What follows belongs to an exercise in optimizing a design on an open flow for small area; a production flow would make more cautious choices.
The RTL was checked by simulation tests, not by an equivalence proof against the original design.
No activity file was given, so power comes from the tool's default toggle rates.

==> flow/design.v, too long to show whole: its modules and the start of the top module <==
// module primitive_srlatch: 14 lines
// module primitive_dlatch: 10 lines
// module primitive_syncsrlatch: 19 lines
// module primitive_syncdlatch: 15 lines
// module primitive_counter: 33 lines
// module primitive_sr: 26 lines
// module primitive_sr_bram: 41 lines
// module IKAOPM_timinggen: 130 lines
// module IKAOPM_reg: 500 lines
// module reg_submdl_loreg_decoder: 16 lines
// module IKAOPM_noise: 68 lines
// module IKAOPM_lfo: 269 lines
// module IKAOPM_pg: 371 lines
// module pg_submdl_fnumrom: 9 lines
// module IKAOPM_eg: 369 lines
// module IKAOPM_op: 267 lines
// module op_submdl_logsinrom: 13 lines
// module op_submdl_exprom: 13 lines
// module IKAOPM_acc: 195 lines
// module IKAOPM_timer: 80 lines
// module IKAOPM: 309 lines
module IKAOPM #(parameter FULLY_SYNCHRONOUS = 1, parameter FAST_RESET = 0) (
    input   wire            i_EMUCLK,  
    input   wire            i_phiM_PCEN_n,  
    input   wire            i_IC_n,    
    output  wire            o_phi1,
    input   wire            i_CS_n,
    input   wire            i_RD_n,
    input   wire            i_WR_n,
    input   wire            i_A0,
    input   wire    [7:0]   i_D,
    output  wire    [7:0]   o_D,
    output  wire            o_D_OE,
    output  wire            o_CT2,  
    output  wire            o_CT1,  
    output  wire            o_IRQ_n,
    output  wire            o_SH1,
    output  wire            o_SH2,
    output  wire            o_SO,
    output  wire            o_EMU_R_SAMPLE, o_EMU_L_SAMPLE,
    output  wire signed     [15:0]  o_EMU_R_EX, o_EMU_L_EX,
    output  wire signed     [15:0]  o_EMU_R, o_EMU_L
);
  // ...
==> flow/run.sh <==
#!/bin/bash
# synth_recipe.tcl (not shown) runs the flow's synth.tcl, then flattens the netlist and writes it again
# the make line also repeats each setting of config.mk as NAME=value (left out here)
make -C /OpenROAD-flow-scripts/flow DESIGN_CONFIG=/design/flow/config.mk WORK_HOME=/design/flow/orfs CLKGATE_MAP_FILE= SYNTH_SCRIPT=/design/flow/synth_recipe.tcl finish
==> flow/config.mk <==
export PLATFORM = sky130hd
export DESIGN_NAME = IKAOPM
export DESIGN_NICKNAME = IKAOPM
export VERILOG_FILES = /design/flow/design.v
export SDC_FILE = /design/flow/constraint.sdc
export NUM_CORES = 4
export LEC_CHECK = 0
export CAP_MARGIN = 20
export CORE_MARGIN = 2
export CORE_UTILIZATION = 72
export CTS_BUF_LIST = sky130_fd_sc_hd__clkbuf_8
export CTS_CLUSTER_DIAMETER = 60
export CTS_CLUSTER_SIZE = 15
export PLACE_DENSITY = 0.82
export SLEW_MARGIN = 20
==> flow/constraint.sdc <==
create_clock -name core_clock -period 10.0 [get_ports {i_EMUCLK}]
set_input_delay 2.0000 -clock core_clock [delete_from_list [all_inputs] [get_ports {i_EMUCLK}]]
set_output_delay 2.0000 -clock core_clock [all_outputs]
set_load 0.01 [all_outputs]
==> flow_summary.toml, run 1 <==
[power]
power-top-group = "registers"
finalPower_uw = 29900
powerSeq_uw = 20300
p_leak_uw = 0.0566
seq_power_share_pct = 67.8
switching_share_pct = 21.1

[die]
taps = 2854
die_area_um2 = 221000
core_area_um2 = 217000
start_util_pct = 72.3

[synth]
yosysMostFrequentCell = "edfxtp_1"
avgSynthCellArea_um2 = 17.3
synthSimpleGateAreaFrac_pct = 6.12
synthCells = 9049
synth_edf_count = 4111
async_flop_share_pct = 1.34

[worst_setup_path]
r2r-start = "REG.u_pms_reg.sr[0][0]$_DFFE_PP_"
r2r_end = "PG.cyc1r_saturated_pitchval[2]$_DFFE_PP_"
startpoint = "REG.u_pms_reg.sr[0][0]$_DFFE_PP_"
required_ns = 10.76

[layout]
diodes = 8
seq_share_pct = 76.0
multi_input_gates = 4233
final_cell_mix = "edfxtp_1 (4111), nand2_1 (693), nor2_1 (482)"

[grt]
met1_usage_pct = 37.3
grt_overflow = 0
met3_usage_pct = 3.30
grt_use_total_pct = 25.3
antenna_found_initial = 8

[clock_network]
cts_hold_buf = 0
cts_buffer_depth = 4
cts_made_buffers = 339

[detailed_routing]
routedWlPerCell_um = 23.0
num_vias = 74914
dr_wl_met2_mm = 136

[outcome]
status = "finished clean"
==> module IKAOPM_eg, before the edit <==
module IKAOPM_eg (
    input   wire            i_EMUCLK,  
    input   wire            i_MRST_n,
    input   wire            i_phi1_PCEN_n,  
    input   wire            i_phi1_NCEN_n,  
    input   wire            i_CYCLE_03,
    input   wire            i_CYCLE_31,
    input   wire            i_CYCLE_00_16,
    input   wire            i_CYCLE_01_TO_16,
    input   wire            i_KON,  
    input   wire    [1:0]   i_KS,   
    input   wire    [4:0]   i_AR,   
    input   wire    [4:0]   i_D1R,  
    input   wire    [4:0]   i_D2R,  
    input   wire    [3:0]   i_RR,   
    input   wire    [3:0]   i_D1L,  
    input   wire    [6:0]   i_TL,   
    input   wire    [1:0]   i_AMS,  
    input   wire    [7:0]   i_LFA,  
    input   wire            i_TEST_D0,  
    input   wire            i_TEST_D5,
    input   wire    [4:0]   i_EG_PDELTA_SHIFT_AMOUNT,
    output  wire            o_PG_PHASE_RST,
    output  wire    [9:0]   o_OP_ATTENLEVEL,  
    output  wire            o_NOISE_ATTENLEVEL,  
    output  wire            o_REG_ATTENLEVEL_CH8_C2  
);
wire            phi1pcen_n = i_phi1_PCEN_n;
wire            phi1ncen_n = i_phi1_NCEN_n;
wire            mrst_n = i_MRST_n;
reg             cycle_01_17;
always @(posedge i_EMUCLK) if(!phi1ncen_n) begin
    cycle_01_17 <= i_CYCLE_00_16;
end
reg             samplecntr_rst;
wire    [1:0]   samplecntr_q;
reg             third_sample;
always @(posedge i_EMUCLK) if(!phi1ncen_n) begin
    samplecntr_rst <= samplecntr_q[1];
    third_sample <= samplecntr_q[1] | i_TEST_D0;
end
primitive_counter #(.WIDTH(2)) u_samplecntr (
    .i_EMUCLK(i_EMUCLK), .i_PCEN_n(phi1pcen_n), .i_NCEN_n(phi1ncen_n),
    .i_CNT(i_CYCLE_31), .i_LD(1'b0), .i_RST((samplecntr_rst & i_CYCLE_31) | ~mrst_n),
    .i_D(2'd0), .o_Q(samplecntr_q), .o_CO()
);
reg             mrst_z;
reg     [1:0]   timecntr_adder;
reg     [14:0]  timecntr_sr;  
reg             onebit_det, mrst_dlyd;
reg     [3:0]   conseczerobitcntr;
always @(posedge i_EMUCLK) if(!phi1ncen_n) begin
    timecntr_adder <= mrst_n ? (((third_sample & i_CYCLE_01_TO_16) & (cycle_01_17 | timecntr_adder[1])) + timecntr_sr[0]) :
                                2'd0;
    timecntr_sr[14] <= timecntr_adder[0];
    timecntr_sr[13:0] <= timecntr_sr[14:1];
    mrst_z <= ~mrst_n;  
    if(mrst_z | cycle_01_17) begin
        onebit_det <= 1'b0;
        conseczerobitcntr <= 4'd1;  
    end
    else begin
        if(!onebit_det) begin
            if(timecntr_adder[0]) begin
                onebit_det <= 1'b1;
                conseczerobitcntr <= conseczerobitcntr;
            end
            else begin
                onebit_det <= 1'b0;
                conseczerobitcntr <= (conseczerobitcntr == 4'd14) ? 4'd0 : conseczerobitcntr + 4'd1;  
            end
        end
    end
end
reg     [1:0]   envcntr;
reg     [3:0]   attenrate;
always @(posedge i_EMUCLK) if(!phi1pcen_n) begin  
    if(third_sample & ~i_CYCLE_01_TO_16 & cycle_01_17) begin
        envcntr <= timecntr_sr[2:1];
        attenrate <= conseczerobitcntr;
    end
end
reg     [3:0]   cyc6r_cyc9r_kon_current_dlyline;  
reg     [27:0]  cyc10r_cyc37r_kon_previous;  
reg     [3:0]   cyc6r_cyc9r_kon_previous;  
wire            cyc9r_kon_current = cyc6r_cyc9r_kon_current_dlyline[3];  
wire            cyc9r_kon_detected = ~cyc6r_cyc9r_kon_previous[3] & cyc9r_kon_current;  
assign  o_PG_PHASE_RST = cyc9r_kon_detected;
always @(posedge i_EMUCLK) if(!phi1ncen_n) begin
    cyc6r_cyc9r_kon_current_dlyline[0] <= i_KON;
    cyc6r_cyc9r_kon_current_dlyline[3:1] <= cyc6r_cyc9r_kon_current_dlyline[2:0];
    cyc10r_cyc37r_kon_previous[0] <= cyc6r_cyc9r_kon_current_dlyline[3];
    cyc10r_cyc37r_kon_previous[27:1] <= cyc10r_cyc37r_kon_previous[26:0];
    cyc6r_cyc9r_kon_previous[0] <= cyc10r_cyc37r_kon_previous[27];
    cyc6r_cyc9r_kon_previous[3:1] <= cyc6r_cyc9r_kon_previous[2:0];
end
localparam ATTACK = 2'd0;
localparam FIRST_DECAY = 2'd1;
localparam SECOND_DECAY = 2'd2;
localparam RELEASE = 2'd3;
wire            cyc10c_first_decay_end;
wire            cyc10c_prevatten_min;
wire            cyc10c_prevatten_max;
reg     [1:0]   cyc6r_cyc9r_envstate_previous[0:3];  
reg     [1:0]   cyc10r_envstate_current;  
wire    [1:0]   cyc37r_envstate_previous;  
wire    [1:0]   cyc9r_envstate_previous = cyc6r_cyc9r_envstate_previous[3];
always @(posedge i_EMUCLK) if(!phi1ncen_n) begin
    cyc6r_cyc9r_envstate_previous[0] <= (~cyc10r_cyc37r_kon_previous[27] & i_KON) ? ATTACK : cyc37r_envstate_previous;
    cyc6r_cyc9r_envstate_previous[1] <= cyc6r_cyc9r_envstate_previous[0];
    cyc6r_cyc9r_envstate_previous[2] <= cyc6r_cyc9r_envstate_previous[1];
    cyc6r_cyc9r_envstate_previous[3] <= cyc6r_cyc9r_envstate_previous[2];
end
primitive_sr #(.WIDTH(2), .LENGTH(27), .TAP(27)) u_cyc11r_cyc37r_envstate_sr
(.i_EMUCLK(i_EMUCLK), .i_CEN_n(phi1ncen_n), .i_D(cyc10r_envstate_current), .o_Q_TAP(), .o_Q_LAST(cyc37r_envstate_previous));
always @(posedge i_EMUCLK) if(!phi1ncen_n) begin
    if(!mrst_n) begin
        cyc10r_envstate_current <= RELEASE;
    end
    else begin
        if(cyc9r_kon_detected) begin
            cyc10r_envstate_current <= ATTACK;  
        end
        else begin
            if(cyc9r_kon_current) begin
                case(cyc9r_envstate_previous)
                    2'd0: begin
                        if(cyc10c_prevatten_min) begin
                            cyc10r_envstate_current <= FIRST_DECAY;  
                        end
                        else begin
                            cyc10r_envstate_current <= ATTACK;  
                        end
                    end
                    2'd1: begin
                        if(cyc10c_prevatten_max) begin
                            cyc10r_envstate_current <= RELEASE;  
                        end
                        else begin
                            if(cyc10c_first_decay_end) begin
                                cyc10r_envstate_current <= SECOND_DECAY;  
                            end
                            else begin
                                cyc10r_envstate_current <= FIRST_DECAY;  
                            end
                        end
                    end 
                    2'd2: begin
                        if(cyc10c_prevatten_max) begin
                            cyc10r_envstate_current <= RELEASE;  
                        end
                        else begin
                            cyc10r_envstate_current <= SECOND_DECAY;  
                        end
                    end
                    2'd3: begin
                        cyc10r_envstate_current <= RELEASE;  
                    end
                endcase                    
            end
            else begin
                cyc10r_envstate_current <= RELEASE;  
            end
        end
    end
end
reg     [4:0]   cyc8c_egparam;
always @(*) begin
    if(!mrst_n) begin
        cyc8c_egparam = 5'd31;
    end
    else begin
        case(cyc6r_cyc9r_envstate_previous[1])
            ATTACK:         cyc8c_egparam = i_AR;
            FIRST_DECAY:    cyc8c_egparam = i_D1R;
            SECOND_DECAY:   cyc8c_egparam = i_D2R;
            RELEASE:        cyc8c_egparam = {i_RR, 1'b1};
        endcase
    end
end
reg     [4:0]   cyc8r_egparam;
reg             cyc8r_egparam_zero;
reg     [3:0]   cyc8r_d1l;
reg     [4:0]   cyc8r_keyscale;
always @(posedge i_EMUCLK) if(!phi1ncen_n) begin
    cyc8r_egparam <= cyc8c_egparam;
    cyc8r_egparam_zero <= cyc8c_egparam == 5'd0;
    cyc8r_d1l <= i_D1L;
    case(i_KS)
        2'd0: cyc8r_keyscale <= (cyc8c_egparam == 5'd0) ? 5'd0 : {3'b000, i_EG_PDELTA_SHIFT_AMOUNT[4:3]};
        2'd1: cyc8r_keyscale <= {2'b00, i_EG_PDELTA_SHIFT_AMOUNT[4:2]};
        2'd2: cyc8r_keyscale <= {1'b0, i_EG_PDELTA_SHIFT_AMOUNT[4:1]};
        2'd3: cyc8r_keyscale <= i_EG_PDELTA_SHIFT_AMOUNT;
    endcase
end
wire    [6:0]   cyc9c_egparam_scaled_adder = {cyc8r_egparam, 1'b0} + {1'b0, cyc8r_keyscale};
wire    [9:0]   cyc40r_attenlevel_previous;  
reg             cyc9r_egparam_zero;
reg     [5:0]   cyc9r_egparam_scaled;
reg             cyc9r_egparam_scaled_fullrate;
reg     [3:0]   cyc9r_d1l;
reg             cyc9r_third_sample;
reg     [1:0]   cyc9r_envcntr;
reg     [3:0]   cyc9r_attenrate;
reg     [9:0]   cyc9r_attenlevel_previous;
always @(posedge i_EMUCLK) if(!phi1ncen_n) begin
    cyc9r_egparam_zero <= cyc8r_egparam_zero;
    cyc9r_egparam_scaled <= cyc9c_egparam_scaled_adder[6] ? 6'd63 : cyc9c_egparam_scaled_adder[5:0];  
    cyc9r_egparam_scaled_fullrate <= cyc9c_egparam_scaled_adder[5:1] == 5'b11111;  
    cyc9r_d1l <= cyc8r_d1l;
    cyc9r_third_sample <= third_sample;
    cyc9r_envcntr <= envcntr;
    cyc9r_attenrate <= attenrate;
    cyc9r_attenlevel_previous <= cyc40r_attenlevel_previous;
end
reg             cyc10c_envdeltaweight_intensity;  
always @(*) begin
    case({cyc9r_egparam_scaled[1:0], cyc9r_envcntr})
        4'b00_00: cyc10c_envdeltaweight_intensity = 1'b0;
        4'b00_01: cyc10c_envdeltaweight_intensity = 1'b0;
        4'b00_10: cyc10c_envdeltaweight_intensity = 1'b0;
        4'b00_11: cyc10c_envdeltaweight_intensity = 1'b0;
        4'b01_00: cyc10c_envdeltaweight_intensity = 1'b1;
        4'b01_01: cyc10c_envdeltaweight_intensity = 1'b0;
        4'b01_10: cyc10c_envdeltaweight_intensity = 1'b0;
        4'b01_11: cyc10c_envdeltaweight_intensity = 1'b0;
        4'b10_00: cyc10c_envdeltaweight_intensity = 1'b1;
        4'b10_01: cyc10c_envdeltaweight_intensity = 1'b0;
        4'b10_10: cyc10c_envdeltaweight_intensity = 1'b1;
        4'b10_11: cyc10c_envdeltaweight_intensity = 1'b0;
        4'b11_00: cyc10c_envdeltaweight_intensity = 1'b1;
        4'b11_01: cyc10c_envdeltaweight_intensity = 1'b1;
        4'b11_10: cyc10c_envdeltaweight_intensity = 1'b1;
        4'b11_11: cyc10c_envdeltaweight_intensity = 1'b0;
    endcase
end
wire    [5:0]   cyc10c_egparam_rateapplied = cyc9r_egparam_scaled + {cyc9r_attenrate, 2'b00};  
assign  cyc10c_first_decay_end =  cyc9r_attenlevel_previous[9:4] == {(cyc9r_d1l == 4'd15), cyc9r_d1l, 1'b0};  
assign  cyc10c_prevatten_min = cyc9r_attenlevel_previous == 10'd0;
assign  cyc10c_prevatten_max = cyc9r_attenlevel_previous >= 10'd1008;  
reg     [3:0]   cyc10r_envdeltaweight;  
always @(posedge i_EMUCLK) if(!phi1ncen_n) begin
    if(cyc9r_third_sample) begin
        if     (cyc9r_egparam_scaled[5:2] == 4'b1111) cyc10r_envdeltaweight <= cyc10c_envdeltaweight_intensity ? 4'b1000 : 4'b1000;
        else if(cyc9r_egparam_scaled[5:2] == 4'b1110) cyc10r_envdeltaweight <= cyc10c_envdeltaweight_intensity ? 4'b1000 : 4'b0100;
        else if(cyc9r_egparam_scaled[5:2] == 4'b1101) cyc10r_envdeltaweight <= cyc10c_envdeltaweight_intensity ? 4'b0100 : 4'b0010;
        else if(cyc9r_egparam_scaled[5:2] == 4'b1100) cyc10r_envdeltaweight <= cyc10c_envdeltaweight_intensity ? 4'b0010 : 4'b0001;
        else begin
            if(cyc9r_egparam_zero) begin
                cyc10r_envdeltaweight <= 4'b0000;
            end
            else begin
                if(cyc9r_egparam_scaled != 6'd0 & 
                    |{cyc10c_egparam_rateapplied == 6'd59, cyc10c_egparam_rateapplied == 6'd57,
                        cyc10c_egparam_rateapplied == 6'd55, cyc10c_egparam_rateapplied == 6'd54,
                        cyc10c_egparam_rateapplied == 6'd51, cyc10c_egparam_rateapplied == 6'd50,
                        cyc10c_egparam_rateapplied == 6'd49, cyc10c_egparam_rateapplied == 6'd48}) begin
                    cyc10r_envdeltaweight <= 4'b0001;
                end
                else begin
                    cyc10r_envdeltaweight <= 4'b0000;
                end
            end
        end
    end
    else begin
        cyc10r_envdeltaweight <= 4'b0000;
    end
end
reg             cyc10r_atten_inc;  
reg             cyc10r_atten_dec;  
reg             cyc10r_fix_prevatten_max;  
reg             cyc10r_enable_prevatten;  
always @(posedge i_EMUCLK) if(!phi1ncen_n) begin
    if(!mrst_n) begin
        cyc10r_atten_inc <= 1'b0;
        cyc10r_atten_dec <= 1'b0;
    end
    else begin
        cyc10r_atten_inc     <= ( cyc9r_envstate_previous == FIRST_DECAY &
                                ~cyc9r_kon_detected &
                                ~cyc10c_first_decay_end &
                                ~cyc10c_prevatten_max ) |
                                ((cyc9r_envstate_previous == SECOND_DECAY | cyc9r_envstate_previous == RELEASE) &
                                ~cyc9r_kon_detected &
                                ~cyc10c_prevatten_max );
        cyc10r_atten_dec      <= ( cyc9r_envstate_previous == ATTACK &
                                cyc9r_kon_current &
                                ~cyc10c_prevatten_min &
                                ~cyc9r_egparam_scaled_fullrate );
    end
    cyc10r_fix_prevatten_max <= ( cyc9r_envstate_previous != ATTACK ) & ~cyc9r_kon_detected & cyc10c_prevatten_max;
    cyc10r_enable_prevatten  <= (~cyc9r_kon_detected &
                                    cyc9r_egparam_scaled_fullrate) |
                                    ~cyc9r_egparam_scaled_fullrate;
end
reg     [9:0]   cyc10r_attenlevel_previous;
always @(posedge i_EMUCLK) if(!phi1ncen_n) begin
    cyc10r_attenlevel_previous <= cyc9r_attenlevel_previous;
end
reg     [9:0]   cyc11c_attenlevel_previous_gated;  
reg     [9:0]   cyc11c_attenlevel_weighted_delta;
always @(*) begin
    if(cyc10r_fix_prevatten_max | ~mrst_n) cyc11c_attenlevel_previous_gated = 10'd1023;
    else begin
        if(cyc10r_enable_prevatten) cyc11c_attenlevel_previous_gated = cyc10r_attenlevel_previous;
        else                        cyc11c_attenlevel_previous_gated = 10'd0;
    end
    case({cyc10r_atten_dec, cyc10r_atten_inc})
        2'b00: cyc11c_attenlevel_weighted_delta = 10'd0;
        2'b01: cyc11c_attenlevel_weighted_delta = {6'b000000, cyc10r_envdeltaweight};
        2'b10: begin
            case(cyc10r_envdeltaweight)
                4'b0001: cyc11c_attenlevel_weighted_delta = {4'b1111, ~cyc10r_attenlevel_previous[9:5], ~cyc10r_attenlevel_previous[3]};
                4'b0010: cyc11c_attenlevel_weighted_delta = {3'b111, ~cyc10r_attenlevel_previous[9:5], ~cyc10r_attenlevel_previous[3], ~cyc10r_attenlevel_previous[1]};
                4'b0100: cyc11c_attenlevel_weighted_delta = {2'b11, ~cyc10r_attenlevel_previous[9:5], ~cyc10r_attenlevel_previous[3], {2{~cyc10r_attenlevel_previous[2]}}};
                4'b1000: cyc11c_attenlevel_weighted_delta = {1'b1, ~cyc10r_attenlevel_previous[9:5], {4{~cyc10r_attenlevel_previous[4]}}};
                default: cyc11c_attenlevel_weighted_delta = 10'd0;
            endcase
        end
        2'b11: cyc11c_attenlevel_weighted_delta = 10'd1023;
    endcase
end
reg     [9:0]   cyc11r_attenlevel_current;
always @(posedge i_EMUCLK) if(!phi1ncen_n) begin
    cyc11r_attenlevel_current <= cyc11c_attenlevel_previous_gated + cyc11c_attenlevel_weighted_delta;  
end
reg     [9:0]   cyc12r_attenlevel_current;
always @(posedge i_EMUCLK) if(!phi1ncen_n) begin
    cyc12r_attenlevel_current <= cyc11r_attenlevel_current;
end
wire    [9:0]   cyc39r_attenlevel_previous;  
primitive_sr #(.WIDTH(10), .LENGTH(28), .TAP(27)) u_cyc13r_cyc40r_attenlevel_sr
(.i_EMUCLK(i_EMUCLK), .i_CEN_n(phi1ncen_n), .i_D(cyc12r_attenlevel_current), .o_Q_TAP(cyc39r_attenlevel_previous), .o_Q_LAST(cyc40r_attenlevel_previous));
reg     [9:0]   cyc40c_lfa_shifted;
always @(*) begin
    case(i_AMS)
        2'd0: cyc40c_lfa_shifted = {10'd0};
        2'd1: cyc40c_lfa_shifted = {2'b00, i_LFA};
        2'd2: cyc40c_lfa_shifted = {1'b0, i_LFA, 1'b0};
        2'd3: cyc40c_lfa_shifted = {i_LFA, 2'b00};
    endcase
end
wire    [10:0]  cyc40c_attenlevel_mod_adder = cyc39r_attenlevel_previous + cyc40c_lfa_shifted;
wire    [9:0]   cyc40c_attenlevel_mod = cyc40c_attenlevel_mod_adder[10] ? 10'd1023 : cyc40c_attenlevel_mod_adder[9:0];  
wire    [10:0]  cyc40c_attenlevel_tl_adder = cyc40c_attenlevel_mod + {i_TL, 3'b000};  
wire    [9:0]   cyc40c_attenlevel_tl = cyc40c_attenlevel_tl_adder[10] ? 10'd1023 : cyc40c_attenlevel_tl_adder[9:0];  
reg     [9:0]   cyc40r_attenlevel_final;
reg     [9:0]   cyc41r_attenlevel_final;
reg     [9:0]   cyc42r_attenlevel_final;
reg     [9:0]   cyc43r_attenlevel_final;
always @(posedge i_EMUCLK) if(!phi1ncen_n) begin
    cyc40r_attenlevel_final <= i_TEST_D5 ? 10'd0 : cyc40c_attenlevel_tl;  
    cyc41r_attenlevel_final <= cyc40r_attenlevel_final;
    cyc42r_attenlevel_final <= cyc41r_attenlevel_final;
    cyc43r_attenlevel_final <= cyc42r_attenlevel_final;
end
assign  o_OP_ATTENLEVEL = cyc43r_attenlevel_final;
reg     [9:0]   noise_attenlevel;
assign  o_NOISE_ATTENLEVEL = noise_attenlevel[9];
assign  o_REG_ATTENLEVEL_CH8_C2 = noise_attenlevel[9];
always @(posedge i_EMUCLK) if(!phi1ncen_n) begin
    if(i_CYCLE_03) noise_attenlevel <= cyc43r_attenlevel_final;
    else begin 
        noise_attenlevel[9:1] <= noise_attenlevel[8:0];
        noise_attenlevel[0] <= 1'b1;
    end
end
endmodule
==> module IKAOPM_op, before the edit <==
module IKAOPM_op (
    input   wire            i_EMUCLK,  
    input   wire            i_MRST_n,
    input   wire            i_phi1_PCEN_n,  
    input   wire            i_phi1_NCEN_n,  
    input   wire            i_CYCLE_03,
    input   wire            i_CYCLE_12,
    input   wire            i_CYCLE_04_12_20_28,
    input   wire    [2:0]   i_ALG_T5,  
    input   wire    [2:0]   i_ALG_T6,  
    input   wire    [2:0]   i_FL_T6,  
    input   wire            i_TEST_D4,  
    input   wire    [9:0]   i_OP_PHASEDATA,
    input   wire    [9:0]   i_OP_ATTENLEVEL,
    output  wire            o_ACC_SNDADD,
    output  wire    [13:0]  o_ACC_OPDATA
);
wire            phi1pcen_n = i_phi1_PCEN_n;
wire            phi1ncen_n = i_phi1_NCEN_n;
wire            mrst_n = i_MRST_n;
wire    [1:0]   algst_cntr;
primitive_counter #(.WIDTH(2)) u_op_algst_cntr (
    .i_EMUCLK(i_EMUCLK), .i_PCEN_n(phi1pcen_n), .i_NCEN_n(phi1ncen_n),
    .i_CNT(i_CYCLE_04_12_20_28), .i_LD(1'b0), .i_RST(i_CYCLE_12 | ~mrst_n),
    .i_D(2'd0), .o_Q(algst_cntr), .o_CO()
);
reg     [9:0]   cyc56r_phasemod_value;  
wire    [10:0]  cyc41c_modded_phase_adder = !mrst_n ? 10'd0 : i_OP_PHASEDATA + cyc56r_phasemod_value;
reg     [7:0]   cyc41r_logsinrom_phase;
reg             cyc41r_level_fp_sign;
always @(posedge i_EMUCLK) if(!phi1ncen_n) begin
    cyc41r_logsinrom_phase <= cyc41c_modded_phase_adder[8] ?  cyc41c_modded_phase_adder[7:0] : 
                                                             ~cyc41c_modded_phase_adder[7:0];
    cyc41r_level_fp_sign <= cyc41c_modded_phase_adder[9];  
end
wire    [45:0]  cyc42r_logsinrom_out;
op_submdl_logsinrom u_cyc42r_logsinrom (
    .i_EMUCLK(i_EMUCLK), .i_CEN_n(phi1ncen_n), .i_ADDR(cyc41r_logsinrom_phase[5:1]), .o_DATA(cyc42r_logsinrom_out)
);
reg             cyc42r_logsinrom_phase_odd;
reg     [1:0]   cyc42r_logsinrom_bitsel;
reg             cyc42r_level_fp_sign;
always @(posedge i_EMUCLK) if(!phi1ncen_n) begin
    cyc42r_logsinrom_phase_odd <= cyc41r_logsinrom_phase[0];
    cyc42r_logsinrom_bitsel <= cyc41r_logsinrom_phase[7:6];
    cyc42r_level_fp_sign <= cyc41r_level_fp_sign;
end
wire    [45:0]  ls = cyc42r_logsinrom_out;  
wire            odd = cyc42r_logsinrom_phase_odd;  
reg     [10:0]  cyc43c_logsinrom_addend0, cyc43c_logsinrom_addend1;
always @(*) begin
    case(cyc42r_logsinrom_bitsel)
        2'd0: cyc43c_logsinrom_addend0 = {  1'b0,   1'b0,   1'b0,   1'b0,   1'b0,   1'b0, ls[29], ls[25], ls[18], ls[14],  ls[3]};
        2'd1: cyc43c_logsinrom_addend0 = {  1'b0,   1'b0,   1'b0,   1'b0, ls[37], ls[34], ls[28], ls[24], ls[17], ls[13],  ls[2]};
        2'd2: cyc43c_logsinrom_addend0 = {  1'b0,   1'b0, ls[43], ls[41], ls[36], ls[33], ls[27], ls[23], ls[16], ls[12],  ls[1]};
        2'd3: cyc43c_logsinrom_addend0 = {ls[45], ls[44], ls[42], ls[40], ls[35], ls[32], ls[26], ls[22], ls[15], ls[11],  ls[0]};
    endcase
    case(cyc42r_logsinrom_bitsel)
        2'd0: cyc43c_logsinrom_addend1 = {  1'b0,   1'b0,   1'b0,   1'b0,   1'b0,   1'b0,   1'b0,   1'b0,   1'b0,   1'b0,  ls[7]} & {2'b00, {9{odd}}};
        2'd1: cyc43c_logsinrom_addend1 = {  1'b0,   1'b0,   1'b0,   1'b0,   1'b0,   1'b0,   1'b0,   1'b0,   1'b0, ls[10],  ls[6]} & {2'b00, {9{odd}}};
        2'd2: cyc43c_logsinrom_addend1 = {  1'b0,   1'b0,   1'b0,   1'b0,   1'b0,   1'b0,   1'b0,   1'b0, ls[20],  ls[9],  ls[5]} & {2'b00, {9{odd}}};
        2'd3: cyc43c_logsinrom_addend1 = {  1'b0,   1'b0, ls[39], ls[39], ls[38], ls[31], ls[30], ls[21], ls[19],  ls[8],  ls[4]} & {2'b00, {9{odd}}};
    endcase 
end
reg     [11:0]  cyc43r_logsin_raw;
reg             cyc43r_level_fp_sign;
always @(posedge i_EMUCLK) if(!phi1ncen_n) begin
    cyc43r_logsin_raw <= cyc43c_logsinrom_addend0 + cyc43c_logsinrom_addend1;
    cyc43r_level_fp_sign <= cyc42r_level_fp_sign;
end
reg     [12:0]  cyc44r_logsin_attenuated;
reg             cyc44r_level_fp_sign;
always @(posedge i_EMUCLK) if(!phi1ncen_n) begin
    cyc44r_logsin_attenuated <= cyc43r_logsin_raw + {i_OP_ATTENLEVEL, 2'b00};
    cyc44r_level_fp_sign <= cyc43r_level_fp_sign;
end
reg     [11:0]  cyc45r_logsin_saturated;
reg             cyc45r_level_fp_sign;
always @(posedge i_EMUCLK) if(!phi1ncen_n) begin
    cyc45r_logsin_saturated <= cyc44r_logsin_attenuated[12] ? 12'd4095 : cyc44r_logsin_attenuated[11:0];  
    cyc45r_level_fp_sign <= cyc44r_level_fp_sign;
end
wire    [44:0]  cyc46r_exprom_out;
op_submdl_exprom u_cyc46r_exprom (
    .i_EMUCLK(i_EMUCLK), .i_CEN_n(phi1ncen_n), .i_ADDR(cyc45r_logsin_saturated[5:1]), .o_DATA(cyc46r_exprom_out)
);
reg             cyc46r_logsin_even;
reg     [1:0]   cyc46r_exprom_bitsel;
reg     [3:0]   cyc46r_level_fp_exp;
reg             cyc46r_level_fp_sign;
always @(posedge i_EMUCLK) if(!phi1ncen_n) begin
    cyc46r_logsin_even <= ~cyc45r_logsin_saturated[0];  
    cyc46r_exprom_bitsel <= cyc45r_logsin_saturated[7:6];
    cyc46r_level_fp_exp <= ~cyc45r_logsin_saturated[11:8];  
    cyc46r_level_fp_sign <= cyc45r_level_fp_sign;
end
wire    [44:0]  e = cyc46r_exprom_out;  
wire            even = cyc46r_logsin_even;  
reg     [9:0]  cyc47c_exprom_addend0, cyc47c_exprom_addend1;
always @(*) begin
    case(cyc46r_exprom_bitsel)
        2'd0: cyc47c_exprom_addend0 = {  1'b1,  e[43],  e[40],  e[36],  e[32],  e[28],  e[24],  e[18],  e[14],   e[3]};
        2'd1: cyc47c_exprom_addend0 = { e[44],  e[42],  e[39],  e[35],  e[31],  e[27],  e[23],  e[17],  e[13],   e[2]};
        2'd2: cyc47c_exprom_addend0 = {  1'b0,  e[41],  e[38],  e[34],  e[30],  e[26],  e[22],  e[16],  e[12],   e[1]};
        2'd3: cyc47c_exprom_addend0 = {  1'b0,   1'b0,  e[37],  e[33],  e[29],  e[25],  e[21],  e[15],  e[11],   e[0]};
    endcase
    case(cyc46r_exprom_bitsel)
        2'd0: cyc47c_exprom_addend1 = {  1'b0,   1'b0,   1'b0,   1'b0,   1'b0,   1'b0,   1'b0,   1'b1,  e[10],   e[7]} & {7'b0000000, {3{even}}};
        2'd1: cyc47c_exprom_addend1 = {  1'b0,   1'b0,   1'b0,   1'b0,   1'b0,   1'b0,   1'b0,   1'b1,   1'b0,   e[6]} & {7'b0000000, {3{even}}};
        2'd2: cyc47c_exprom_addend1 = {  1'b0,   1'b0,   1'b0,   1'b0,   1'b0,   1'b0,   1'b0,  e[19],   e[9],   e[5]} & {7'b0000000, {3{even}}};
        2'd3: cyc47c_exprom_addend1 = {  1'b0,   1'b0,   1'b0,   1'b0,   1'b0,   1'b0,   1'b0,  e[20],   e[8],   e[4]} & {7'b0000000, {3{even}}};
    endcase 
end
reg     [9:0]   cyc47r_level_fp_mant;
reg     [3:0]   cyc47r_level_fp_exp;
reg             cyc47r_level_fp_sign;
reg             cyc47r_level_negate;
always @(posedge i_EMUCLK) if(!phi1ncen_n) begin
    cyc47r_level_fp_mant <= cyc47c_exprom_addend0 + cyc47c_exprom_addend1;  
    cyc47r_level_fp_exp <= cyc46r_level_fp_exp;
    cyc47r_level_fp_sign <= cyc46r_level_fp_sign;
    cyc47r_level_negate <= i_TEST_D4;
end
reg     [12:0]  cyc48c_shifter0, cyc48c_shifter1;
always @(*) begin
    case(cyc47r_level_fp_exp[1:0])
        2'b00: cyc48c_shifter0 = {3'b000, 1'b1, cyc47r_level_fp_mant[9:1]};
        2'b01: cyc48c_shifter0 = {2'b00, 1'b1, cyc47r_level_fp_mant      };
        2'b10: cyc48c_shifter0 = {1'b0, 1'b1, cyc47r_level_fp_mant, 1'b0 };
        2'b11: cyc48c_shifter0 = {     1'b1, cyc47r_level_fp_mant, 2'b00 };
    endcase
    case(cyc47r_level_fp_exp[3:2])
        2'b00: cyc48c_shifter1 = {12'b0, cyc48c_shifter0[12]  };
        2'b01: cyc48c_shifter1 = { 8'b0, cyc48c_shifter0[12:8]};
        2'b10: cyc48c_shifter1 = { 4'b0, cyc48c_shifter0[12:4]};
        2'b11: cyc48c_shifter1 = cyc48c_shifter0;
    endcase
end
reg             cyc48r_level_negate;
reg             cyc48r_level_sign;
reg     [12:0]  cyc48r_level_magnitude;
always @(posedge i_EMUCLK) if(!phi1ncen_n) begin
    cyc48r_level_negate <= cyc47r_level_negate;
    cyc48r_level_sign <= cyc47r_level_fp_sign;
    cyc48r_level_magnitude <= cyc48c_shifter1;
end
reg     [13:0]  cyc49r_level_signed;
always @(posedge i_EMUCLK) if(!phi1ncen_n) begin
    cyc49r_level_signed <= cyc48r_level_sign ? (~{cyc48r_level_negate, cyc48r_level_magnitude} + 14'd1) : 
                                                 {cyc48r_level_negate, cyc48r_level_magnitude};
end
reg     [13:0]  cyc50r_level_signed;
always @(posedge i_EMUCLK) if(!phi1ncen_n) begin
    cyc50r_level_signed <= cyc49r_level_signed;
end
reg     [13:0]  cyc51r_level_signed;
always @(posedge i_EMUCLK) if(!phi1ncen_n) begin
    cyc51r_level_signed <= cyc50r_level_signed;
end
reg     [1:0]   cyc52r_algst;
wire    [2:0]   cyc52r_algtype = i_ALG_T5;  
reg     [13:0]  cyc52r_level_signed;
always @(posedge i_EMUCLK) if(!phi1ncen_n) begin
    cyc52r_algst <= algst_cntr;  
    cyc52r_level_signed <= cyc51r_level_signed;
end
assign  o_ACC_OPDATA = cyc52r_level_signed;  
reg             cyc53c_accumulation_en;
assign  o_ACC_SNDADD = cyc53c_accumulation_en;
always @(*) begin
    case(cyc52r_algst)
        2'd0: cyc53c_accumulation_en = cyc52r_algtype == 3'd7;  
        2'd1: cyc53c_accumulation_en = cyc52r_algtype == 3'd7 || cyc52r_algtype == 3'd6 || cyc52r_algtype == 3'd5;  
        2'd2: cyc53c_accumulation_en = cyc52r_algtype == 3'd7 || cyc52r_algtype == 3'd6 || cyc52r_algtype == 3'd5 || cyc52r_algtype == 3'd4;  
        2'd3: cyc53c_accumulation_en = 1'b1;  
    endcase
end
reg     [1:0]   cyc53r_algst;
wire    [2:0]   cyc53r_algtype = i_ALG_T6;
reg     [13:0]  cyc53r_OP_current;
always @(posedge i_EMUCLK) if(!phi1ncen_n) begin
    cyc53r_algst <= cyc52r_algst;
    cyc53r_OP_current <= cyc52r_level_signed;
end
wire            cyc53r_M1_z_ld = cyc53r_algst == 2'd0;
wire            cyc53r_M1_zz_ld = cyc53r_algst == 2'd0;
wire            cyc53r_C1_z_ld = cyc53r_algst == 2'd2;
wire    [13:0]  cyc53r_M1_z_reg_out, cyc53r_M1_zz_reg_out, cyc53r_C1_z_reg_out;
wire    [13:0]  cyc46c_M1_z_reg_in  = !mrst_n ? 14'd0 : 
                                                cyc53r_M1_z_ld ? cyc53r_OP_current: cyc53r_M1_z_reg_out;
wire    [13:0]  cyc46c_M1_zz_reg_in = !mrst_n ? 14'd0 : 
                                                cyc53r_M1_zz_ld ? cyc53r_M1_z_reg_out : cyc53r_M1_zz_reg_out;
wire    [13:0]  cyc46c_C1_z_reg_in  = !mrst_n ? 14'd0 : 
                                                cyc53r_C1_z_ld ? cyc53r_OP_current : cyc53r_C1_z_reg_out;
primitive_sr #(.WIDTH(14), .LENGTH(8), .TAP(8)) u_cyc46r_cyc53r_M1_z
(.i_EMUCLK(i_EMUCLK), .i_CEN_n(phi1ncen_n), .i_D(cyc46c_M1_z_reg_in), .o_Q_TAP(), .o_Q_LAST(cyc53r_M1_z_reg_out));
primitive_sr #(.WIDTH(14), .LENGTH(8), .TAP(8)) u_cyc46r_cyc53r_M1_zz
(.i_EMUCLK(i_EMUCLK), .i_CEN_n(phi1ncen_n), .i_D(cyc46c_M1_zz_reg_in), .o_Q_TAP(), .o_Q_LAST(cyc53r_M1_zz_reg_out));
primitive_sr #(.WIDTH(14), .LENGTH(8), .TAP(8)) u_cyc46r_cyc53r_C1_z
(.i_EMUCLK(i_EMUCLK), .i_CEN_n(phi1ncen_n), .i_D(cyc46c_C1_z_reg_in), .o_Q_TAP(), .o_Q_LAST(cyc53r_C1_z_reg_out));
wire            cyc53r_self_fdbk_en = cyc53r_algst == 2'd2;
wire    [13:0]  M1    = cyc53r_OP_current;
wire    [13:0]  M2    = cyc53r_OP_current;
wire    [13:0]  M1_z  = cyc53r_M1_z_reg_out;
wire    [13:0]  M1_zz = cyc53r_M1_zz_reg_out;
wire    [13:0]  C1_z  = cyc53r_C1_z_reg_out;
reg     [13:0]  cyc53c_op_addend0, cyc53c_op_addend1;
always @(*) begin
    case({cyc53r_algtype, cyc53r_algst})
        5'b000_10: begin cyc53c_op_addend0 = M1_z ; cyc53c_op_addend1 = M1_zz; end  
        5'b000_11: begin cyc53c_op_addend0 = 14'd0; cyc53c_op_addend1 = C1_z ; end  
        5'b000_00: begin cyc53c_op_addend0 = M1   ; cyc53c_op_addend1 = 14'd0; end  
        5'b000_01: begin cyc53c_op_addend0 = M2   ; cyc53c_op_addend1 = 14'd0; end  
        5'b001_10: begin cyc53c_op_addend0 = M1_z ; cyc53c_op_addend1 = M1_zz; end  
        5'b001_11: begin cyc53c_op_addend0 = M1_z ; cyc53c_op_addend1 = C1_z ; end  
        5'b001_00: begin cyc53c_op_addend0 = 14'd0; cyc53c_op_addend1 = 14'd0; end  
        5'b001_01: begin cyc53c_op_addend0 = M2   ; cyc53c_op_addend1 = 14'd0; end  
        5'b010_10: begin cyc53c_op_addend0 = M1_z ; cyc53c_op_addend1 = M1_zz; end  
        5'b010_11: begin cyc53c_op_addend0 = 14'd0; cyc53c_op_addend1 = C1_z ; end  
        5'b010_00: begin cyc53c_op_addend0 = 14'd0; cyc53c_op_addend1 = 14'd0; end  
        5'b010_01: begin cyc53c_op_addend0 = M1_z ; cyc53c_op_addend1 = M2   ; end  
        5'b011_10: begin cyc53c_op_addend0 = M1_z ; cyc53c_op_addend1 = M1_zz; end  
        5'b011_11: begin cyc53c_op_addend0 = 14'd0; cyc53c_op_addend1 = 14'd0; end  
        5'b011_00: begin cyc53c_op_addend0 = M1   ; cyc53c_op_addend1 = 14'd0; end  
        5'b011_01: begin cyc53c_op_addend0 = M2   ; cyc53c_op_addend1 = C1_z ; end  
        5'b100_10: begin cyc53c_op_addend0 = M1_z ; cyc53c_op_addend1 = M1_zz; end  
        5'b100_11: begin cyc53c_op_addend0 = 14'd0; cyc53c_op_addend1 = 14'd0; end  
        5'b100_00: begin cyc53c_op_addend0 = M1   ; cyc53c_op_addend1 = 14'd0; end  
        5'b100_01: begin cyc53c_op_addend0 = M2   ; cyc53c_op_addend1 = 14'd0; end  
        5'b101_10: begin cyc53c_op_addend0 = M1_z ; cyc53c_op_addend1 = M1_zz; end  
        5'b101_11: begin cyc53c_op_addend0 = M1_z ; cyc53c_op_addend1 = 14'd0; end  
        5'b101_00: begin cyc53c_op_addend0 = M1   ; cyc53c_op_addend1 = 14'd0; end  
        5'b101_01: begin cyc53c_op_addend0 = M1_z ; cyc53c_op_addend1 = 14'd0; end  
        5'b110_10: begin cyc53c_op_addend0 = M1_z ; cyc53c_op_addend1 = M1_zz; end  
        5'b110_11: begin cyc53c_op_addend0 = 14'd0; cyc53c_op_addend1 = 14'd0; end  
        5'b110_00: begin cyc53c_op_addend0 = M1   ; cyc53c_op_addend1 = 14'd0; end  
        5'b110_01: begin cyc53c_op_addend0 = 14'd0; cyc53c_op_addend1 = 14'd0; end  
        5'b111_10: begin cyc53c_op_addend0 = M1_z ; cyc53c_op_addend1 = M1_zz; end  
        5'b111_11: begin cyc53c_op_addend0 = 14'd0; cyc53c_op_addend1 = 14'd0; end  
        5'b111_00: begin cyc53c_op_addend0 = 14'd0; cyc53c_op_addend1 = 14'd0; end  
        5'b111_01: begin cyc53c_op_addend0 = 14'd0; cyc53c_op_addend1 = 14'd0; end  
    endcase
end
wire    [14:0]  cyc53c_op_sum = {cyc53c_op_addend0[13], cyc53c_op_addend0} + {cyc53c_op_addend1[13], cyc53c_op_addend1};  
reg     [9:0]   cyc53c_phasemod_value;
always @(*) begin
    if(cyc53r_self_fdbk_en) begin
        case(i_FL_T6)
            3'd0: cyc53c_phasemod_value = 10'd0;
            3'd1: cyc53c_phasemod_value = {{4{cyc53c_op_sum[14]}}, cyc53c_op_sum[14:9]};
            3'd2: cyc53c_phasemod_value = {{3{cyc53c_op_sum[14]}}, cyc53c_op_sum[14:8]};
            3'd3: cyc53c_phasemod_value = {{2{cyc53c_op_sum[14]}}, cyc53c_op_sum[14:7]};
            3'd4: cyc53c_phasemod_value = {{1{cyc53c_op_sum[14]}}, cyc53c_op_sum[14:6]};
            3'd5: cyc53c_phasemod_value = cyc53c_op_sum[14:5];
            3'd6: cyc53c_phasemod_value = cyc53c_op_sum[13:4];
            3'd7: cyc53c_phasemod_value = cyc53c_op_sum[12:3];
        endcase
    end
    else cyc53c_phasemod_value = cyc53c_op_sum[10:1];
end
reg     [9:0]   cyc54r_phasemod_value, cyc55r_phasemod_value;
always @(posedge i_EMUCLK) if(!phi1ncen_n) begin
    cyc54r_phasemod_value <= cyc53c_phasemod_value;
    cyc55r_phasemod_value <= cyc54r_phasemod_value;
    cyc56r_phasemod_value <= cyc55r_phasemod_value;
end
endmodule
==> module op_submdl_logsinrom, before the edit <==
module op_submdl_logsinrom (
    input   wire            i_EMUCLK,  
    input   wire            i_CEN_n,  
    input   wire    [4:0]   i_ADDR,
    output  reg     [45:0]  o_DATA
);
reg     [4:0]   addr_r;
always @(posedge i_EMUCLK) if(!i_CEN_n) addr_r <= i_ADDR;
localparam [1471:0] ROM_DATA = 1472'he6f1ee78769ed74fb784ca1a5f4c8ce568282ffc9d4439a09ab5d87269d2ea5940d23749991e91249c2d68b0841970855f7d52edc20571555974ced6b5e543d33a1aeca3714ccc2debb60533207a82ebf48ec1da05ac523908ae52ef48e02195ade521515b7e9464854449c7ca921411648eb71c3c739ac9dc70f1863c27a1c3853875a9870e01cae3771c1c152e2ff07050d89335a1c1426202de87040c0ba3691c10032c4dc860d04c8b360183410244d04609110aaa52;
always @(*) begin
    o_DATA = ROM_DATA[addr_r*46 +: 46];
end
endmodule
==> inputs of run 2 (changes only) <==
--- a/flow/design.v
+++ b/flow/design.v
@@ -1694,45 +1694,49 @@
         case(cyc6r_cyc9r_envstate_previous[1])
             ATTACK:         cyc8c_egparam = i_AR;
             FIRST_DECAY:    cyc8c_egparam = i_D1R;
             SECOND_DECAY:   cyc8c_egparam = i_D2R;
             RELEASE:        cyc8c_egparam = {i_RR, 1'b1};
         endcase
     end
 end
-reg     [4:0]   cyc8r_egparam;
+reg     [4:0]   cyc8c_keyscale;
+always @(*) begin
+    case(i_KS)
+        2'd0: cyc8c_keyscale = (cyc8c_egparam == 5'd0) ? 5'd0 : {3'b000, i_EG_PDELTA_SHIFT_AMOUNT[4:3]};
+        2'd1: cyc8c_keyscale = {2'b00, i_EG_PDELTA_SHIFT_AMOUNT[4:2]};
+        2'd2: cyc8c_keyscale = {1'b0, i_EG_PDELTA_SHIFT_AMOUNT[4:1]};
+        2'd3: cyc8c_keyscale = i_EG_PDELTA_SHIFT_AMOUNT;
+    endcase
+end
+wire    [6:0]   cyc8c_egparam_scaled_adder = {cyc8c_egparam, 1'b0} + {1'b0, cyc8c_keyscale};
 reg             cyc8r_egparam_zero;
+reg     [5:0]   cyc8r_egparam_scaled;
+reg             cyc8r_egparam_scaled_fullrate;
 reg     [3:0]   cyc8r_d1l;
-reg     [4:0]   cyc8r_keyscale;
 always @(posedge i_EMUCLK) if(!phi1ncen_n) begin
-    cyc8r_egparam <= cyc8c_egparam;
     cyc8r_egparam_zero <= cyc8c_egparam == 5'd0;
+    cyc8r_egparam_scaled <= cyc8c_egparam_scaled_adder[6] ? 6'd63 : cyc8c_egparam_scaled_adder[5:0];  
+    cyc8r_egparam_scaled_fullrate <= cyc8c_egparam_scaled_adder[5:1] == 5'b11111;  
     cyc8r_d1l <= i_D1L;
-    case(i_KS)
-        2'd0: cyc8r_keyscale <= (cyc8c_egparam == 5'd0) ? 5'd0 : {3'b000, i_EG_PDELTA_SHIFT_AMOUNT[4:3]};
-        2'd1: cyc8r_keyscale <= {2'b00, i_EG_PDELTA_SHIFT_AMOUNT[4:2]};
-        2'd2: cyc8r_keyscale <= {1'b0, i_EG_PDELTA_SHIFT_AMOUNT[4:1]};
-        2'd3: cyc8r_keyscale <= i_EG_PDELTA_SHIFT_AMOUNT;
-    endcase
 end
-wire    [6:0]   cyc9c_egparam_scaled_adder = {cyc8r_egparam, 1'b0} + {1'b0, cyc8r_keyscale};
 wire    [9:0]   cyc40r_attenlevel_previous;  
 reg             cyc9r_egparam_zero;
 reg     [5:0]   cyc9r_egparam_scaled;
 reg             cyc9r_egparam_scaled_fullrate;
 reg     [3:0]   cyc9r_d1l;
 reg             cyc9r_third_sample;
 reg     [1:0]   cyc9r_envcntr;
 reg     [3:0]   cyc9r_attenrate;
 reg     [9:0]   cyc9r_attenlevel_previous;
 always @(posedge i_EMUCLK) if(!phi1ncen_n) begin
     cyc9r_egparam_zero <= cyc8r_egparam_zero;
-    cyc9r_egparam_scaled <= cyc9c_egparam_scaled_adder[6] ? 6'd63 : cyc9c_egparam_scaled_adder[5:0];  
-    cyc9r_egparam_scaled_fullrate <= cyc9c_egparam_scaled_adder[5:1] == 5'b11111;  
+    cyc9r_egparam_scaled <= cyc8r_egparam_scaled;
+    cyc9r_egparam_scaled_fullrate <= cyc8r_egparam_scaled_fullrate;
     cyc9r_d1l <= cyc8r_d1l;
     cyc9r_third_sample <= third_sample;
     cyc9r_envcntr <= envcntr;
     cyc9r_attenrate <= attenrate;
     cyc9r_attenlevel_previous <= cyc40r_attenlevel_previous;
 end
 reg             cyc10c_envdeltaweight_intensity;  
 always @(*) begin
@@ -1898,16 +1902,17 @@
     input   wire            i_CYCLE_04_12_20_28,
     input   wire    [2:0]   i_ALG_T5,  
     input   wire    [2:0]   i_ALG_T6,  
     input   wire    [2:0]   i_FL_T6,  
     input   wire            i_TEST_D4,  
     input   wire    [9:0]   i_OP_PHASEDATA,
     input   wire    [9:0]   i_OP_ATTENLEVEL,
     output  wire            o_ACC_SNDADD,
+    output  wire    [13:0]  o_ACC_OPDATA_Z,
     output  wire    [13:0]  o_ACC_OPDATA
 );
 wire            phi1pcen_n = i_phi1_PCEN_n;
 wire            phi1ncen_n = i_phi1_NCEN_n;
 wire            mrst_n = i_MRST_n;
 wire    [1:0]   algst_cntr;
 primitive_counter #(.WIDTH(2)) u_op_algst_cntr (
     .i_EMUCLK(i_EMUCLK), .i_PCEN_n(phi1pcen_n), .i_NCEN_n(phi1ncen_n),
@@ -1918,61 +1923,57 @@
 wire    [10:0]  cyc41c_modded_phase_adder = !mrst_n ? 10'd0 : i_OP_PHASEDATA + cyc56r_phasemod_value;
 reg     [7:0]   cyc41r_logsinrom_phase;
 reg             cyc41r_level_fp_sign;
 always @(posedge i_EMUCLK) if(!phi1ncen_n) begin
     cyc41r_logsinrom_phase <= cyc41c_modded_phase_adder[8] ?  cyc41c_modded_phase_adder[7:0] : 
                                                              ~cyc41c_modded_phase_adder[7:0];
     cyc41r_level_fp_sign <= cyc41c_modded_phase_adder[9];  
 end
-wire    [45:0]  cyc42r_logsinrom_out;
-op_submdl_logsinrom u_cyc42r_logsinrom (
-    .i_EMUCLK(i_EMUCLK), .i_CEN_n(phi1ncen_n), .i_ADDR(cyc41r_logsinrom_phase[5:1]), .o_DATA(cyc42r_logsinrom_out)
-);
-reg             cyc42r_logsinrom_phase_odd;
-reg     [1:0]   cyc42r_logsinrom_bitsel;
+reg     [7:0]   cyc42r_logsinrom_phase, cyc43r_logsinrom_phase;
 reg             cyc42r_level_fp_sign;
 always @(posedge i_EMUCLK) if(!phi1ncen_n) begin
-    cyc42r_logsinrom_phase_odd <= cyc41r_logsinrom_phase[0];
-    cyc42r_logsinrom_bitsel <= cyc41r_logsinrom_phase[7:6];
+    cyc42r_logsinrom_phase <= cyc41r_logsinrom_phase;
+    cyc43r_logsinrom_phase <= cyc42r_logsinrom_phase;
     cyc42r_level_fp_sign <= cyc41r_level_fp_sign;
 end
-wire    [45:0]  ls = cyc42r_logsinrom_out;  
-wire            odd = cyc42r_logsinrom_phase_odd;  
+wire    [45:0]  cyc43c_logsinrom_out;
+op_submdl_logsinrom u_cyc43c_logsinrom (
+    .i_ADDR(cyc43r_logsinrom_phase[5:1]), .o_DATA(cyc43c_logsinrom_out)
+);
+wire    [45:0]  ls = cyc43c_logsinrom_out;  
+wire            odd = cyc43r_logsinrom_phase[0];  
+wire    [1:0]   cyc42r_logsinrom_bitsel = cyc43r_logsinrom_phase[7:6];  
 reg     [10:0]  cyc43c_logsinrom_addend0, cyc43c_logsinrom_addend1;
 always @(*) begin
     case(cyc42r_logsinrom_bitsel)
         2'd0: cyc43c_logsinrom_addend0 = {  1'b0,   1'b0,   1'b0,   1'b0,   1'b0,   1'b0, ls[29], ls[25], ls[18], ls[14],  ls[3]};
         2'd1: cyc43c_logsinrom_addend0 = {  1'b0,   1'b0,   1'b0,   1'b0, ls[37], ls[34], ls[28], ls[24], ls[17], ls[13],  ls[2]};
         2'd2: cyc43c_logsinrom_addend0 = {  1'b0,   1'b0, ls[43], ls[41], ls[36], ls[33], ls[27], ls[23], ls[16], ls[12],  ls[1]};
         2'd3: cyc43c_logsinrom_addend0 = {ls[45], ls[44], ls[42], ls[40], ls[35], ls[32], ls[26], ls[22], ls[15], ls[11],  ls[0]};
     endcase
     case(cyc42r_logsinrom_bitsel)
         2'd0: cyc43c_logsinrom_addend1 = {  1'b0,   1'b0,   1'b0,   1'b0,   1'b0,   1'b0,   1'b0,   1'b0,   1'b0,   1'b0,  ls[7]} & {2'b00, {9{odd}}};
         2'd1: cyc43c_logsinrom_addend1 = {  1'b0,   1'b0,   1'b0,   1'b0,   1'b0,   1'b0,   1'b0,   1'b0,   1'b0, ls[10],  ls[6]} & {2'b00, {9{odd}}};
         2'd2: cyc43c_logsinrom_addend1 = {  1'b0,   1'b0,   1'b0,   1'b0,   1'b0,   1'b0,   1'b0,   1'b0, ls[20],  ls[9],  ls[5]} & {2'b00, {9{odd}}};
         2'd3: cyc43c_logsinrom_addend1 = {  1'b0,   1'b0, ls[39], ls[39], ls[38], ls[31], ls[30], ls[21], ls[19],  ls[8],  ls[4]} & {2'b00, {9{odd}}};
     endcase 
 end
-reg     [11:0]  cyc43r_logsin_raw;
+wire    [11:0]  cyc43c_logsin_raw = cyc43c_logsinrom_addend0 + cyc43c_logsinrom_addend1;
+wire    [12:0]  cyc43c_logsin_attenuated = cyc43c_logsin_raw + {i_OP_ATTENLEVEL, 2'b00};
 reg             cyc43r_level_fp_sign;
-always @(posedge i_EMUCLK) if(!phi1ncen_n) begin
-    cyc43r_logsin_raw <= cyc43c_logsinrom_addend0 + cyc43c_logsinrom_addend1;
-    cyc43r_level_fp_sign <= cyc42r_level_fp_sign;
-end
-reg     [12:0]  cyc44r_logsin_attenuated;
+reg     [11:0]  cyc44r_logsin_saturated;
 reg             cyc44r_level_fp_sign;
-always @(posedge i_EMUCLK) if(!phi1ncen_n) begin
-    cyc44r_logsin_attenuated <= cyc43r_logsin_raw + {i_OP_ATTENLEVEL, 2'b00};
-    cyc44r_level_fp_sign <= cyc43r_level_fp_sign;
-end
 reg     [11:0]  cyc45r_logsin_saturated;
 reg             cyc45r_level_fp_sign;
 always @(posedge i_EMUCLK) if(!phi1ncen_n) begin
-    cyc45r_logsin_saturated <= cyc44r_logsin_attenuated[12] ? 12'd4095 : cyc44r_logsin_attenuated[11:0];  
+    cyc43r_level_fp_sign <= cyc42r_level_fp_sign;
+    cyc44r_logsin_saturated <= cyc43c_logsin_attenuated[12] ? 12'd4095 : cyc43c_logsin_attenuated[11:0];  
+    cyc44r_level_fp_sign <= cyc43r_level_fp_sign;
+    cyc45r_logsin_saturated <= cyc44r_logsin_saturated;
     cyc45r_level_fp_sign <= cyc44r_level_fp_sign;
 end
 wire    [44:0]  cyc46r_exprom_out;
 op_submdl_exprom u_cyc46r_exprom (
     .i_EMUCLK(i_EMUCLK), .i_CEN_n(phi1ncen_n), .i_ADDR(cyc45r_logsin_saturated[5:1]), .o_DATA(cyc46r_exprom_out)
 );
 reg             cyc46r_logsin_even;
 reg     [1:0]   cyc46r_exprom_bitsel;
@@ -2063,16 +2064,17 @@
         2'd1: cyc53c_accumulation_en = cyc52r_algtype == 3'd7 || cyc52r_algtype == 3'd6 || cyc52r_algtype == 3'd5;  
         2'd2: cyc53c_accumulation_en = cyc52r_algtype == 3'd7 || cyc52r_algtype == 3'd6 || cyc52r_algtype == 3'd5 || cyc52r_algtype == 3'd4;  
         2'd3: cyc53c_accumulation_en = 1'b1;  
     endcase
 end
 reg     [1:0]   cyc53r_algst;
 wire    [2:0]   cyc53r_algtype = i_ALG_T6;
 reg     [13:0]  cyc53r_OP_current;
+assign  o_ACC_OPDATA_Z = cyc53r_OP_current;
 always @(posedge i_EMUCLK) if(!phi1ncen_n) begin
     cyc53r_algst <= cyc52r_algst;
     cyc53r_OP_current <= cyc52r_level_signed;
 end
 wire            cyc53r_M1_z_ld = cyc53r_algst == 2'd0;
 wire            cyc53r_M1_zz_ld = cyc53r_algst == 2'd0;
 wire            cyc53r_C1_z_ld = cyc53r_algst == 2'd2;
 wire    [13:0]  cyc53r_M1_z_reg_out, cyc53r_M1_zz_reg_out, cyc53r_C1_z_reg_out;
@@ -2151,26 +2153,22 @@
 reg     [9:0]   cyc54r_phasemod_value, cyc55r_phasemod_value;
 always @(posedge i_EMUCLK) if(!phi1ncen_n) begin
     cyc54r_phasemod_value <= cyc53c_phasemod_value;
     cyc55r_phasemod_value <= cyc54r_phasemod_value;
     cyc56r_phasemod_value <= cyc55r_phasemod_value;
 end
 endmodule
 module op_submdl_logsinrom (
-    input   wire            i_EMUCLK,  
-    input   wire            i_CEN_n,  
     input   wire    [4:0]   i_ADDR,
     output  reg     [45:0]  o_DATA
 );
-reg     [4:0]   addr_r;
-always @(posedge i_EMUCLK) if(!i_CEN_n) addr_r <= i_ADDR;
 localparam [1471:0] ROM_DATA = 1472'he6f1ee78769ed74fb784ca1a5f4c8ce568282ffc9d4439a09ab5d87269d2ea5940d23749991e91249c2d68b0841970855f7d52edc20571555974ced6b5e543d33a1aeca3714ccc2debb60533207a82ebf48ec1da05ac523908ae52ef48e02195ade521515b7e9464854449c7ca921411648eb71c3c739ac9dc70f1863c27a1c3853875a9870e01cae3771c1c152e2ff07050d89335a1c1426202de87040c0ba3691c10032c4dc860d04c8b360183410244d04609110aaa52;
 always @(*) begin
-    o_DATA = ROM_DATA[addr_r*46 +: 46];
+    o_DATA = ROM_DATA[i_ADDR*46 +: 46];
 end
 endmodule
 module op_submdl_exprom (
     input   wire            i_EMUCLK,  
     input   wire            i_CEN_n,  
     input   wire    [4:0]   i_ADDR,
     output  reg     [44:0]  o_DATA
 );
@@ -2190,34 +2188,36 @@
     input   wire            i_CYCLE_29,
     input   wire            i_CYCLE_00_16,
     input   wire            i_CYCLE_06_22,
     input   wire            i_CYCLE_01_TO_16,
     input   wire            i_NE,
     input   wire    [1:0]   i_RL,
     input   wire            i_ACC_SNDADD,
     input   wire    [13:0]  i_ACC_OPDATA,
+    input   wire    [13:0]  i_ACC_OPDATA_Z,  
     input   wire    [13:0]  i_ACC_NOISE,
     output  reg             o_SO,
     output  reg             o_EMU_R_SAMPLE, o_EMU_L_SAMPLE,
     output  reg signed      [15:0]  o_EMU_R_EX, o_EMU_L_EX,
     output  wire signed     [15:0]  o_EMU_R, o_EMU_L
 );
 wire            phi1ncen_n = i_phi1_NCEN_n;
 wire            mrst_n = i_MRST_n;
 reg             cycle_13, cycle_01_17, cycle_02_to_17;
 always @(posedge i_EMUCLK) if(!phi1ncen_n) begin
     cycle_13 <= i_CYCLE_12;
     cycle_01_17 <= i_CYCLE_00_16;
     cycle_02_to_17 <= i_CYCLE_01_TO_16;
 end
-reg     [13:0]  sound_inlatch;
+reg             sound_inlatch_noise_sel;
+wire    [13:0]  sound_inlatch = sound_inlatch_noise_sel ? i_ACC_NOISE : i_ACC_OPDATA_Z;
 reg             r_add, l_add;
 always @(posedge i_EMUCLK) if(!phi1ncen_n) begin
-    sound_inlatch <= (i_NE & i_CYCLE_12) ? i_ACC_NOISE : i_ACC_OPDATA;
+    sound_inlatch_noise_sel <= i_NE & i_CYCLE_12;
     r_add <= i_ACC_SNDADD & i_RL[1];
     l_add <= i_ACC_SNDADD & i_RL[0];
 end
 reg     [17:0]  r_accumulator, l_accumulator;
 always @(posedge i_EMUCLK) if(!phi1ncen_n) begin
     if(!mrst_n) begin
         r_accumulator <= 18'd0;  
         l_accumulator <= 18'd0;
@@ -2513,17 +2513,17 @@
 wire    [6:0]   tl;
 wire    [1:0]   ams;
 wire    [9:0]   op_attenlevel, op_phasedata;
 wire    [2:0]   alg_t5, alg_t6, fl_t6;
 wire            ne;
 wire    [1:0]   rl;
 wire            acc_snd_add;
 wire    [13:0]  acc_noise;
-wire    [13:0]  acc_opdata;
+wire    [13:0]  acc_opdata, acc_opdata_z;
 wire    [7:0]   clka1, clkb;
 wire    [1:0]   clka2;
 wire    [5:0]   timerctrl;
 wire            timera_flag, timerb_flag, timera_ovfl;
 wire    [7:0]   test;
 wire            reg_phase_ch6_c2, reg_attenlevel_ch8_c2, reg_lfo_clk;
 IKAOPM_timinggen #(
     .FULLY_SYNCHRONOUS          (FULLY_SYNCHRONOUS          ),
@@ -2713,32 +2713,34 @@
     .i_CYCLE_04_12_20_28        (cycle_04_12_20_28          ),
     .i_ALG_T5                   (alg_t5                     ),
     .i_ALG_T6                   (alg_t6                     ),
     .i_FL_T6                    (fl_t6                      ),
     .i_TEST_D4                  (test[4]                    ),
     .i_OP_PHASEDATA             (op_phasedata               ),
     .i_OP_ATTENLEVEL            (op_attenlevel              ),
     .o_ACC_SNDADD               (acc_snd_add                ),
+    .o_ACC_OPDATA_Z             (acc_opdata_z               ),
     .o_ACC_OPDATA               (acc_opdata                 )
 );
 IKAOPM_acc ACC (
     .i_EMUCLK                   (i_EMUCLK                   ),
     .i_MRST_n                   (mrst_n                     ),
     .i_phi1_PCEN_n              (phi1pcen_n                 ),
     .i_phi1_NCEN_n              (phi1ncen_n                 ),
     .i_CYCLE_12                 (cycle_12                   ),
     .i_CYCLE_29                 (cycle_29                   ),
     .i_CYCLE_00_16              (cycle_00_16                ),
     .i_CYCLE_06_22              (cycle_06_22                ),
     .i_CYCLE_01_TO_16           (cycle_01_to_16             ),
     .i_NE                       (ne                         ),
     .i_RL                       (rl                         ),
     .i_ACC_SNDADD               (acc_snd_add                ),
     .i_ACC_OPDATA               (acc_opdata                 ),
+    .i_ACC_OPDATA_Z             (acc_opdata_z               ),
     .i_ACC_NOISE                (acc_noise                  ),
     .o_SO                       (o_SO                       ),
     .o_EMU_R_SAMPLE             (o_EMU_R_SAMPLE             ),
     .o_EMU_R_EX                 (o_EMU_R_EX                 ),
     .o_EMU_R                    (o_EMU_R                    ),
     .o_EMU_L_SAMPLE             (o_EMU_L_SAMPLE             ),
     .o_EMU_L_EX                 (o_EMU_L_EX                 ),
     .o_EMU_L                    (o_EMU_L                    )
==> run 2 against run 1 <==
Critical path type unchanged. Still clean on timing, DRC and antenna. Register-to-register slack lost 0.33 ns. Die area shrank 0.48%. Clock power up 2%. Final cell count down 0.51%. Flip-flop and latch count shrank 20. Largest power group unchanged. Combinational power about the same. Wire length increased by 2.7%.
==> flow_summary.toml, run 2 <==
[grt]
antenna_found_initial = 7
grt_use_total_pct = 26.0
grt_max_degree = 269
met1_usage_pct = 36.9
met3_usage_pct = 3.19
grt_overflow = 0
grt_pass1_wl_mm = 436

[worst_setup_path]
r2r_end = "PG.cyc1r_saturated_pitchval[2]$_DFFE_PP_"
cp-start-kind = "register"
r2r-start = "REG.u_pms_reg.sr[0][0]$_DFFE_PP_"
ff2ff_path_depth = 27
required_ns = 10.72
ff2ff_setup_slack_ns = 2.74
startpoint = "REG.u_pms_reg.sr[0][0]$_DFFE_PP_"

[clock_network]
htree_levels = 5
cts_buffer_depth = 4
cts_made_buffers = 341
cts_resized = 0
postCtsSetupBuffers = 0
root_buffer = "clkbuf_8"
cts_hold_buf = 0

[detailed_routing]
routedWlPerCell_um = 23.8
wirelength_mm = 289
final_antenna_net_count = 0
num_vias = 74923

[outcome]
status = "finished clean"

[die]
start_util_pct = 72.5
die_w_um = 469
die_y_um = 469
die_area_um2 = 220000
core_area_um2 = 215000
ioPinCount = 97

[layout]
drive_above_1_share_pct = 6.97
final_cell_mix = "edfxtp_1 (4090), nand2_1 (686), nor2_1 (505)"

[sta]
fmax_mhz = 138
hold_viol = 0
min_period_ns = 7.26
worstMarginPinSlew_ns = 1.13

[power]
pwr_density_cell_nw_per_um2 = 181
p_leak_uw = 0.0567

[synth]
synth_edf_count = 4090
async_flop_share_pct = 1.35
yosysMostFrequentCell = "edfxtp_1"
synth_common_cells = "edfxtp_1 (4090), nand2_1 (686), nor2_1 (506)"
avgSynthCellArea_um2 = 17.4
syn_nets = 9362
synthCells = 8968

[placement]
place_inst = 11683

[job]
drv_cap = 0
[run 2: where the power goes]
part           switching (µW)  internal, µW
sequential                318         19900
combinational             807           434
clock                    5290          3260
[run 2: worst min-delay path by stage]
stage | startpoint | endpoint | slack, ns | cells after the start
floorplan | ACC.l_sample_det[0]$_SDFF_PN0_ | ACC.l_sample_det[1]$_DFF_P_ | 0.31 | 0
global placement | REG.FULLY_SYNCHRONOUS_1_busctrl.wr_n_syncchain[0]$_DFF_P_ | REG.FULLY_SYNCHRONOUS_1_busctrl.wr_n_syncchain[1]$_DFF_P_ | 0.32 | 0
detailed placement | ACC.r_sample_det[0]$_SDFF_PN0_ | ACC.r_sample_det[1]$_DFF_P_ | 0.31 | 0
CTS | REG.FULLY_SYNCHRONOUS_1_busctrl.a0_syncchain[0]$_DFF_P_ | REG.FULLY_SYNCHRONOUS_1_busctrl.a0_syncchain[1]$_DFF_P_ | 0.31 | 0
global route | REG.FULLY_SYNCHRONOUS_1_busctrl.a0_syncchain[0]$_DFF_P_ | REG.FULLY_SYNCHRONOUS_1_busctrl.a0_syncchain[1]$_DFF_P_ | 0.30 | 0
finish | REG.FULLY_SYNCHRONOUS_1_busctrl.a0_syncchain[0]$_DFF_P_ | REG.FULLY_SYNCHRONOUS_1_busctrl.a0_syncchain[1]$_DFF_P_ | 0.31 | 0
[run 2: layout make-up]
type                       count  area, µm²  share of cell area, %
sequential                  4222     126000                   75.9
multi-input combinational   4178      28000                   16.9
clock buffer                 345       4750                   2.87
tap                         2838       3550                   2.14
timing repair buffer         187       1870                   1.13
inverter                     260       1010                  0.609
clock inverter               142        756                  0.456
antenna                        4       10.0                0.00604
[run 2: logic make-up (layout without fill, tap and decap cells)]
kind of cell    Yosys count  count (layout)  synth area share [%]
mux                     237             237                  1.70
simple gates           1984            1984                  5.98
buf+inv                 568             934                  1.42
flops                  4222            4222                  80.6
xor+xnor                287             287                  1.62
other cells               0               4                     0
compound gates         1287            1287                  5.25
fa+ha+maj               383             383                  3.39
[run 2: routing by layer]
layer | wire length [µm] | part of all wire, % | up-vias
met3 | 16600 | 5.7 | 596
met2 | 144000 | 50 | 2899
met4 | 9880 | 3.4 | 2
met5 | 11 | 0.0038 | -
li1 | - | - | 34046
met1 | 119000 | 41 | 37380
[run 2: per-stage QoR]
step                setup TNS, ns  setup WS, ns  power, µW
finish                          0          2.74      30000
global route                    0          2.21      30900
CTS                             0          2.77      30200
floorplan                -7717.36         -2.19      21600
global placement                0          2.63      21800
detailed placement              0          2.80      21800
[run 2: worst max-delay path: stages, from the launching register on]
cell and delay [ns]:
edfxtp_1 0.83, mux2i_1 0.27, mux2i_1 0.10, o21ai_0 0.34, mux2_2 0.41, fa_1 0.42, a21oi_1 0.18, nor2_1 0.06
nor2_1 0.16, nor2b_1 0.07, o21ai_0 0.14, nand2b_1 0.11, fa_1 0.42, inv_1 0.09, fa_1 0.41, inv_1 0.14
nand2_1 0.07, a21oi_1 0.38, inv_1 0.31, ha_1 0.35, a21o_1 0.18, a21o_1 0.20, nand2_1 0.08, o21ai_1 0.11
maj3_1 0.38, nand2_1 0.09, a32o_1 0.47, o21ai_0 0.20

Re-timed with assumed drivers on the ports (clkbuf_16 on the clock, buf_2 on other inputs), run 2 has 2.737 ns of setup slack against 2.737 ns with ideal ports, and 2.737 ns once port delays also move by the mid clock arrival of 1.136 ns.
